Context: an optimization exercise on an open-source flow, tuned for a short achievable clock period and few clock cycles. The choices shown serve that exercise and are no tape-out recipe.
At most, simulation tests tie the RTL to the original design; equivalence was not proved.

// MIPS_Pipe
module MIPS_Pipe (
    input  clk, reset,
    input  [31:0] imem_rdata,
    input  [31:0] dmem_rdata,
    output [31:0] imem_addr,
    output [31:0] dmem_addr,
    output [31:0] dmem_wdata,
    output dmem_we
);
genvar k;
reg  [31:0] pc_f;
wire [31:0] pc_in;
wire [31:0] pc_in_o;
dff #(.W(32)) pc_out (.clk(clk), .d(pc_in_o), .q(imem_addr));
reg z, boot;
always @(posedge clk) z <= ~reset;
always @(posedge clk or negedge reset)
    if (!reset) boot <= 1'b1;
    else boot <= 1'b0;
wire fetch_ok = ~boot | z;
reg        btb_v   [0:15];
reg  [5:0] btb_tag [0:15];
reg  [9:0] btb_tgt [0:15];
reg        upd_v, upd_t;
reg  [3:0] upd_idx;
reg  [5:0] upd_tag;
reg  [9:0] upd_tgt;
wire [3:0]  f_idx  = pc_f[5:2];
wire        j_f    = (imem_rdata[31:26] == 6'b000010);
wire        f_hit;
wire [9:0]  btgt_f;
wire [15:0] btb_vv;
wire [95:0] btb_tags;
wire [159:0] btb_tgts;
generate for (k = 0; k < 16; k = k + 1) begin : btbw
  ...
Size in the first run: about 11000 cells after synthesis, about 160 I/O pins, ~130000 µm² of cells after synthesis.
==> flow/config.mk <==
export PLATFORM = sky130hd
export DESIGN_NAME = MIPS_Pipe
export DESIGN_NICKNAME = MIPS_Pipe
export VERILOG_FILES = /design/flow/design.v
export SDC_FILE = /design/flow/constraint.sdc
export NUM_CORES = 8
export LEC_CHECK = 0
export CAP_MARGIN = 20
export CORE_MARGIN = 2
export CORE_UTILIZATION = 46
export CTS_CLUSTER_DIAMETER = 60
export CTS_CLUSTER_SIZE = 20
export SLEW_MARGIN = 20
export SYNTH_HIERARCHICAL = 1
==> flow/constraint.sdc <==
create_clock -name core_clock -period 12.0 [get_ports {clk}]
set_input_delay 2.4000 -clock core_clock [delete_from_list [all_inputs] [get_ports {clk}]]
set_output_delay 2.4000 -clock core_clock [all_outputs]
set_load 0.01 [all_outputs]
standard.sh (not shown) runs the stock make flow with config.mk's settings and CLKGATE_MAP_FILE= SYNTH_SCRIPT=/design/flow/synth_recipe.tcl, a recipe that flattens the netlist after the stock synthesis.
==> flow/flow/run.sh <==
#!/bin/bash
set -euo pipefail
MARGIN=$(cat flow/setup_margin)
CTSD=$(cat flow/cts_buf_distance)
RES=orfs/results/${FLOW_PLATFORM}/MIPS_Pipe/base
bash standard.sh SETUP_SLACK_MARGIN="$MARGIN" CTS_BUF_DISTANCE="$CTSD" 3_3_place_gp > flow_make_place.log 2>&1
openroad -no_init -exit -threads "${NUM_CORES:-8}" flow/move_out_regs.tcl > flow_move_out_regs.log 2>&1
bash standard.sh SETUP_SLACK_MARGIN="$MARGIN" CTS_BUF_DISTANCE="$CTSD" > flow_make_rest.log 2>&1
==> flow/flow/cts_buf_distance <==
150
==> flow/flow/move_out_regs.tcl <==
# Move each flip-flop that drives an output port's buffer next to that buffer.
set odb orfs/results/$::env(FLOW_PLATFORM)/MIPS_Pipe/base/3_3_place_gp.odb
read_db $odb
set block [ord::get_db_block]
set core [$block getCoreArea]
set cx [expr {([$core xMin] + [$core xMax]) / 2}]
set cy [expr {([$core yMin] + [$core yMax]) / 2}]
set moved 0
foreach bt [$block getBTerms] {
  if {[$bt getIoType] ne "OUTPUT"} { continue }
  set net [$bt getNet]
  set buf ""
  foreach it [$net getITerms] { if {[$it isOutputSignal]} { set buf [$it getInst] } }
  if {$buf eq ""} { continue }
  set innet ""
  foreach it [$buf getITerms] { if {[$it isInputSignal]} { set innet [$it getNet] } }
  if {$innet eq ""} { continue }
  set ff ""
  set nload 0
  foreach it [$innet getITerms] {
    if {[$it isOutputSignal]} { set ff [$it getInst] } else { incr nload }
  }
  if {$ff eq "" || $nload != 1} { continue }
  if {![string match "*df*" [[$ff getMaster] getName]]} { continue }
  set loc [$buf getLocation]
  set x [lindex $loc 0]
  set y [lindex $loc 1]
  # a few microns from the buffer, towards the core centre
  set dx [expr {$cx > $x ? 3000 : -3000}]
  set dy [expr {$cy > $y ? 3000 : -3000}]
  $ff setLocation [expr {$x + $dx}] [expr {$y + $dy}]
  $ff setPlacementStatus PLACED
  incr moved
  puts "moved [$ff getName] next to [$buf getName] for [$bt getName]"
}
puts "moved $moved flip-flops"
write_db $odb
==> flow/flow/setup_margin <==
8.5
The first run finished clean.
Next try:
==> flow/flow/run.sh (replaced) <==
#!/bin/bash
set -euo pipefail
MARGIN=$(cat flow/setup_margin)
RES=orfs/results/${FLOW_PLATFORM}/MIPS_Pipe/base
bash standard.sh SETUP_SLACK_MARGIN="$MARGIN" 3_3_place_gp > flow_make_place.log 2>&1
openroad -no_init -exit -threads "${NUM_CORES:-8}" flow/move_out_regs.tcl > flow_move_out_regs.log 2>&1
bash standard.sh SETUP_SLACK_MARGIN="$MARGIN" > flow_make_rest.log 2>&1
removed: flow/flow/cts_buf_distance
Outcome:
- The changed run ran to the end with no violations
- via count came out lower by 0.70%
- wire length decreases by 0.30%
- utilization is about the same
- worst setup slack is better by 0.020 ns
- final area barely changes
- first-iteration DRC count shrinks by 0.50%
- clock-buffer cell count decreases by 8
- hold slack barely changes
No run of this note included a check of the RTL's function; only the layout flow was run.

---

job 101:
Another version of the RTL of MIPS_Pipe (not shown whole).
Size: roughly 160 I/O pins, about 150,000 µm² of cells after synthesis.
clock: 12.0 ns
lec_check: 0
cap_margin: 20
core_margin: 2
core_utilization: 50
cts_cluster_diameter: 60
cts_cluster_size: 20
slew_margin: 20
synth_hierarchical: 1
==> flow/flow/run.sh <==
#!/bin/bash
set -euo pipefail
MARGIN=$(cat flow/setup_margin)
CTSD=$(cat flow/cts_buf_distance)
RES=orfs/results/${FLOW_PLATFORM}/MIPS_Pipe/base
bash standard.sh SETUP_SLACK_MARGIN="$MARGIN" CTS_BUF_DISTANCE="$CTSD" \
    BUFFER_PORTS_ARGS="-buffer_cell sky130_fd_sc_hd__buf_4" 3_3_place_gp > flow_make_place.log 2>&1
openroad -no_init -exit -threads "${NUM_CORES:-8}" flow/move_out_regs.tcl > flow_move_out_regs.log 2>&1
bash standard.sh SETUP_SLACK_MARGIN="$MARGIN" CTS_BUF_DISTANCE="$CTSD" \
    BUFFER_PORTS_ARGS="-buffer_cell sky130_fd_sc_hd__buf_4" > flow_make_rest.log 2>&1
==> flow/flow/cts_buf_distance <==
150
Scripts as last shown in full above: flow/flow/move_out_regs.tcl, flow/flow/setup_margin
What job 102 does differently from job 101 at the input level:
==> flow/flow/run.sh <==
#!/bin/bash
set -euo pipefail
MARGIN=$(cat flow/setup_margin)
CTSD=$(cat flow/cts_buf_distance)
RES=orfs/results/${FLOW_PLATFORM}/MIPS_Pipe/base
bash standard.sh SETUP_SLACK_MARGIN="$MARGIN" CTS_BUF_DISTANCE="$CTSD" 3_3_place_gp > flow_make_place.log 2>&1
openroad -no_init -exit -threads "${NUM_CORES:-8}" flow/move_out_regs.tcl > flow_move_out_regs.log 2>&1
bash standard.sh SETUP_SLACK_MARGIN="$MARGIN" CTS_BUF_DISTANCE="$CTSD" > flow_make_rest.log 2>&1
==> results.txt <==
Job 102 finished every step from synthesis to the final layout, and the layout passed the timing, DRC and antenna checks. Per the comparison of job 102 with job 101, critical path depth down 4, number of fill cells in the layout up about 0.4%, overall routed net length flat.
No functional check of the RTL was part of any run of this note.

---

Another version of the RTL of MIPS_Pipe (not shown whole).
Size: roughly 160 I/O pins, ~120000 um^2 of cells after synthesis.
export LEC_CHECK = 0
export CAP_MARGIN = 20
export CORE_MARGIN = 2
export CORE_UTILIZATION = 42
export CTS_CLUSTER_DIAMETER = 60
export CTS_CLUSTER_SIZE = 20
export SLEW_MARGIN = 20
export SYNTH_HIERARCHICAL = 1
create_clock -name core_clock -period 12.0 [get_ports {clk}]
==> flow/flow/run.sh <==
#!/bin/bash
set -euo pipefail
MARGIN=$(cat flow/setup_margin)
RES=orfs/results/${FLOW_PLATFORM}/MIPS_Pipe/base
bash standard.sh SETUP_SLACK_MARGIN="$MARGIN" 3_3_place_gp > flow_make_place.log 2>&1
openroad -no_init -exit -threads "${NUM_CORES:-8}" flow/move_out_regs.tcl > flow_move_out_regs.log 2>&1
bash standard.sh SETUP_SLACK_MARGIN="$MARGIN" > flow_make_rest.log 2>&1
Scripts as last shown in full above: flow/flow/move_out_regs.tcl, flow/flow/setup_margin
The baseline finished with timing, DRC and antenna clean.
Testbench counts at the start, summed over its fixed seeds: cycles 115,533.
Rerun with:
==> flow/flow/run.sh (replaced) <==
#!/bin/bash
set -euo pipefail
MARGIN=$(cat flow/setup_margin)
bash standard.sh SETUP_SLACK_MARGIN="$MARGIN" finish > flow_make.log 2>&1
removed: flow/flow/move_out_regs.tcl
- The new run completed with no timing, DRC or antenna violations
- clock-buffer cell count came out lower by 5
- final area is about the same
- register-to-register slack gains 70 ps

---

Another version of the RTL of MIPS_Pipe (not shown whole).
For scale: about 11000 cells after synthesis, ~160 I/O pins.
Settings: LEC_CHECK=0, CAP_MARGIN=20, CORE_MARGIN=2, CORE_UTILIZATION=50, CTS_CLUSTER_DIAMETER=100, CTS_CLUSTER_SIZE=20, SLEW_MARGIN=20, SYNTH_HIERARCHICAL=1; clock period 12.0 ns.
==> flow/flow/run.sh <==
#!/bin/bash
set -euo pipefail
MARGIN=$(cat flow/setup_margin)
CTSD=$(cat flow/cts_buf_distance)
RES=orfs/results/${FLOW_PLATFORM}/MIPS_Pipe/base
bash standard.sh SETUP_SLACK_MARGIN="$MARGIN" CTS_BUF_DISTANCE="$CTSD" 3_3_place_gp > flow_make_place.log 2>&1
openroad -no_init -exit -threads "${NUM_CORES:-8}" flow/move_out_regs.tcl > flow_move_out_regs.log 2>&1
bash standard.sh SETUP_SLACK_MARGIN="$MARGIN" CTS_BUF_DISTANCE="$CTSD" > flow_make_rest.log 2>&1
==> flow/flow/move_out_regs.tcl <==
# Move each flip-flop that drives an output port's buffer next to that buffer.
set odb orfs/results/$::env(FLOW_PLATFORM)/MIPS_Pipe/base/3_3_place_gp.odb
read_db $odb
set block [ord::get_db_block]
set core [$block getCoreArea]
set cx [expr {([$core xMin] + [$core xMax]) / 2}]
set cy [expr {([$core yMin] + [$core yMax]) / 2}]
set moved 0
foreach bt [$block getBTerms] {
  if {[$bt getIoType] ne "OUTPUT"} { continue }
  set net [$bt getNet]
  set buf ""
  foreach it [$net getITerms] { if {[$it isOutputSignal]} { set buf [$it getInst] } }
  if {$buf eq ""} { continue }
  set innet ""
  foreach it [$buf getITerms] { if {[$it isInputSignal]} { set innet [$it getNet] } }
  if {$innet eq ""} { continue }
  set ff ""
  set nload 0
  foreach it [$innet getITerms] {
    if {[$it isOutputSignal]} { set ff [$it getInst] } else { incr nload }
  }
  if {$ff eq "" || $nload != 1} { continue }
  if {![string match "*df*" [[$ff getMaster] getName]]} { continue }
  set loc [$buf getLocation]
  set x [lindex $loc 0]
  set y [lindex $loc 1]
  # a few microns from the buffer, towards the core centre
  set dx [expr {$cx > $x ? 3000 : -3000}]
  set dy [expr {$cy > $y ? 3000 : -3000}]
  $ff setLocation [expr {$x + $dx}] [expr {$y + $dy}]
  $ff setPlacementStatus PLACED
  incr moved
  puts "moved [$ff getName] next to [$buf getName] for [$bt getName]"
}
puts "moved $moved flip-flops"
write_db $odb
Scripts as last shown in full above: flow/flow/cts_buf_distance, flow/flow/setup_margin
Testbench counts at the start, summed over its fixed seeds: cycles 112,410.
Rerun with:
--- a/flow/config.mk
+++ b/flow/config.mk
@@ -8,6 +8,6 @@
 export CAP_MARGIN = 20
 export CORE_MARGIN = 2
-export CORE_UTILIZATION = 50
-export CTS_CLUSTER_DIAMETER = 100
+export CORE_UTILIZATION = 58
+export CTS_CLUSTER_DIAMETER = 60
 export CTS_CLUSTER_SIZE = 20
 export SLEW_MARGIN = 20
Outcome: Cell count fell by 3.0%; worst setup slack loses 23 ps; synthesized cell count does not change; non-clock buffer count shrinks by 11; clock skew went down by 31 ps.

---

Setup of old:
Starting RTL as in the previous note.
Design MIPS_Pipe, start of the top module:
module MIPS_Pipe (
    input  clk, reset,
    input  [31:0] imem_rdata,
    input  [31:0] dmem_rdata,
    output [31:0] imem_addr,
    output [31:0] dmem_addr,
    output [31:0] dmem_wdata,
    output dmem_we
);
genvar k;
reg  [31:0] pc_f;
wire [31:0] pc_in;
wire [31:0] pc_in_o;
dff #(.W(32)) pc_out (.clk(clk), .d(pc_in_o), .q(imem_addr));
reg z, boot;
always @(posedge clk) z <= ~reset;
always @(posedge clk or negedge reset)
    if (!reset) boot <= 1'b1;
    else boot <= 1'b0;
wire fetch_ok = ~boot | z;
reg        btb_v   [0:15];
reg  [5:0] btb_tag [0:15];
reg  [9:0] btb_tgt [0:15];
reg        upd_v, upd_t;
reg  [3:0] upd_idx;
reg  [5:0] upd_tag;
reg  [9:0] upd_tgt;
wire [3:0]  f_idx  = pc_f[5:2];
wire        j_f    = (imem_rdata[31:26] == 6'b000010);
wire        f_hit;
wire [9:0]  btgt_f;
wire [15:0] btb_vv;
wire [95:0] btb_tags;
wire [159:0] btb_tgts;
generate for (k = 0; k < 16; k = k + 1) begin : btbw
    assign btb_vv[k] = btb_v[k];
    assign btb_tags[6*k+5:6*k] = btb_tag[k];
    assign btb_tgts[10*k+9:10*k] = btb_tgt[k];
end endgenerate
btb_lookup btb_lk (.pc(pc_f[11:2]), .v(btb_vv), .tags(btb_tags), .tgts(btb_tgts),
                   .hit(f_hit), .tgt(btgt_f));
wire [31:0] pcp4_f;
inc4 inc_f (.a(pc_f), .y(pcp4_f));
wire [31:0] jt_f   = {pcp4_f[31:28], imem_rdata[25:0], 2'b00};
wire [31:0] btb_pc_f = {pc_f[31:12], btgt_f, 2'b00};
wire        predt_f = f_hit & ~j_f;
wire [29:0] immp1_f = {{14{imem_rdata[15]}}, imem_rdata[15:0]} + 30'd1;
wire [31:0] immx_f  = {immp1_f, 2'b00};
wire [5:0]  op_f  = imem_rdata[31:26];
wire [5:0]  fn_f  = imem_rdata[5:0];
wire is_r_f    = (op_f == 6'b000000);
wire is_addi_f = (op_f == 6'b001000);
wire is_lw_f   = (op_f == 6'b100011);
wire is_sw_f   = (op_f == 6'b101011);
wire is_beq_f  = (op_f == 6'b000100);
wire use_imm_f = is_addi_f | is_lw_f | is_sw_f;
wire [4:0] dst_f = is_r_f ? imem_rdata[15:11] : imem_rdata[20:16];
wire [18:0] dec_f = {
    is_r_f & (fn_f == 6'b011100),                        
    is_r_f & (fn_f == 6'b101010),                        
    is_r_f & (fn_f == 6'b100101),                        
    is_r_f & (fn_f == 6'b100100),                        
    is_r_f & (fn_f == 6'b100010),                        
  ...
Settings: LEC_CHECK=0, CAP_MARGIN=20, CORE_MARGIN=2, CORE_UTILIZATION=50, CTS_CLUSTER_DIAMETER=60, CTS_CLUSTER_SIZE=20, SLEW_MARGIN=20, SYNTH_HIERARCHICAL=1; clock period 12.0 ns.
Scripts as last shown in full above: flow/flow/run.sh, flow/flow/cts_buf_distance, flow/flow/move_out_regs.tcl, flow/flow/setup_margin
Testbench counts of old, summed over its fixed seeds: cycles 112,410.
> inputs changed (old -> new)
==> flow/flow/cts_buf_distance <==
200
--- outcome ---
Compared with old, new shows area growth from synthesis to layout lower by 0.34 points.
On largest clock skew in the final design, old and new are basically level.
Between new and old, it is new whose wire length on met1 is higher, by 630 um.
Number of fill cells in the layout (new vs. old) increases slightly
Diff old -> new: insertion delay of the later-clocked pin in the worst-skew pair +20 ps; number of max-slew violations in the final report did not really move.
old -> new: floorplan die height delta 0, exact match

[separate check: timing with driven ports]
In the flow no input, the clock included, has a driving cell. The finished layouts below were timed again as built, in two steps. Step 1 sets driving cells, clkbuf_16 on the clock port and buf_2 on the other inputs (assumed; they add their load-dependent delay and slew). Step 2 also shifts input and output timing later by t, the mid clock arrival at the registers, as if the neighbouring blocks saw the same clock. Three values: ideal ports, drivers, drivers and shift; two values: the first two.
run | shift t [ns] | slack for setup (ns) | clock arrival spread, ns
the first run of note 1 | 1.026 | 8.137 / 8.031 / 7.283 | 0.098 / 0.097
the second run of note 1 | 1.012 | 8.157 / 8.050 / 7.332 | 0.080 / 0.080
job 101 | 1.086 | 7.897 / 7.897 / 7.015 | 0.113 / 0.112
job 102 | 1.093 | 8.002 / 8.003 / 6.994 | 0.120 / 0.120
the first run of note 3 | 0.983 | 8.162 / 8.063 / 7.367 | 0.098 / 0.098
the second run of note 3 | 0.977 | 8.026 / 7.933 / 7.319 | 0.095 / 0.095
the first run of note 4 | 0.909 | 8.291 / 8.178 / 7.308 | 0.088 / 0.088
the second run of note 4 | 0.912 | 8.268 / 8.163 / 7.268 | 0.067 / 0.067
old | 0.928 | 8.264 / 8.156 / 7.504 | 0.141 / 0.141
new | 0.952 | 8.242 / 8.130 / 7.475 | 0.137 / 0.137
After both steps setup and hold are still met in every run listed. The setup slack of job 102, which loses most, moves by +0.001 ns with the drivers and by -1.008 ns with both steps.
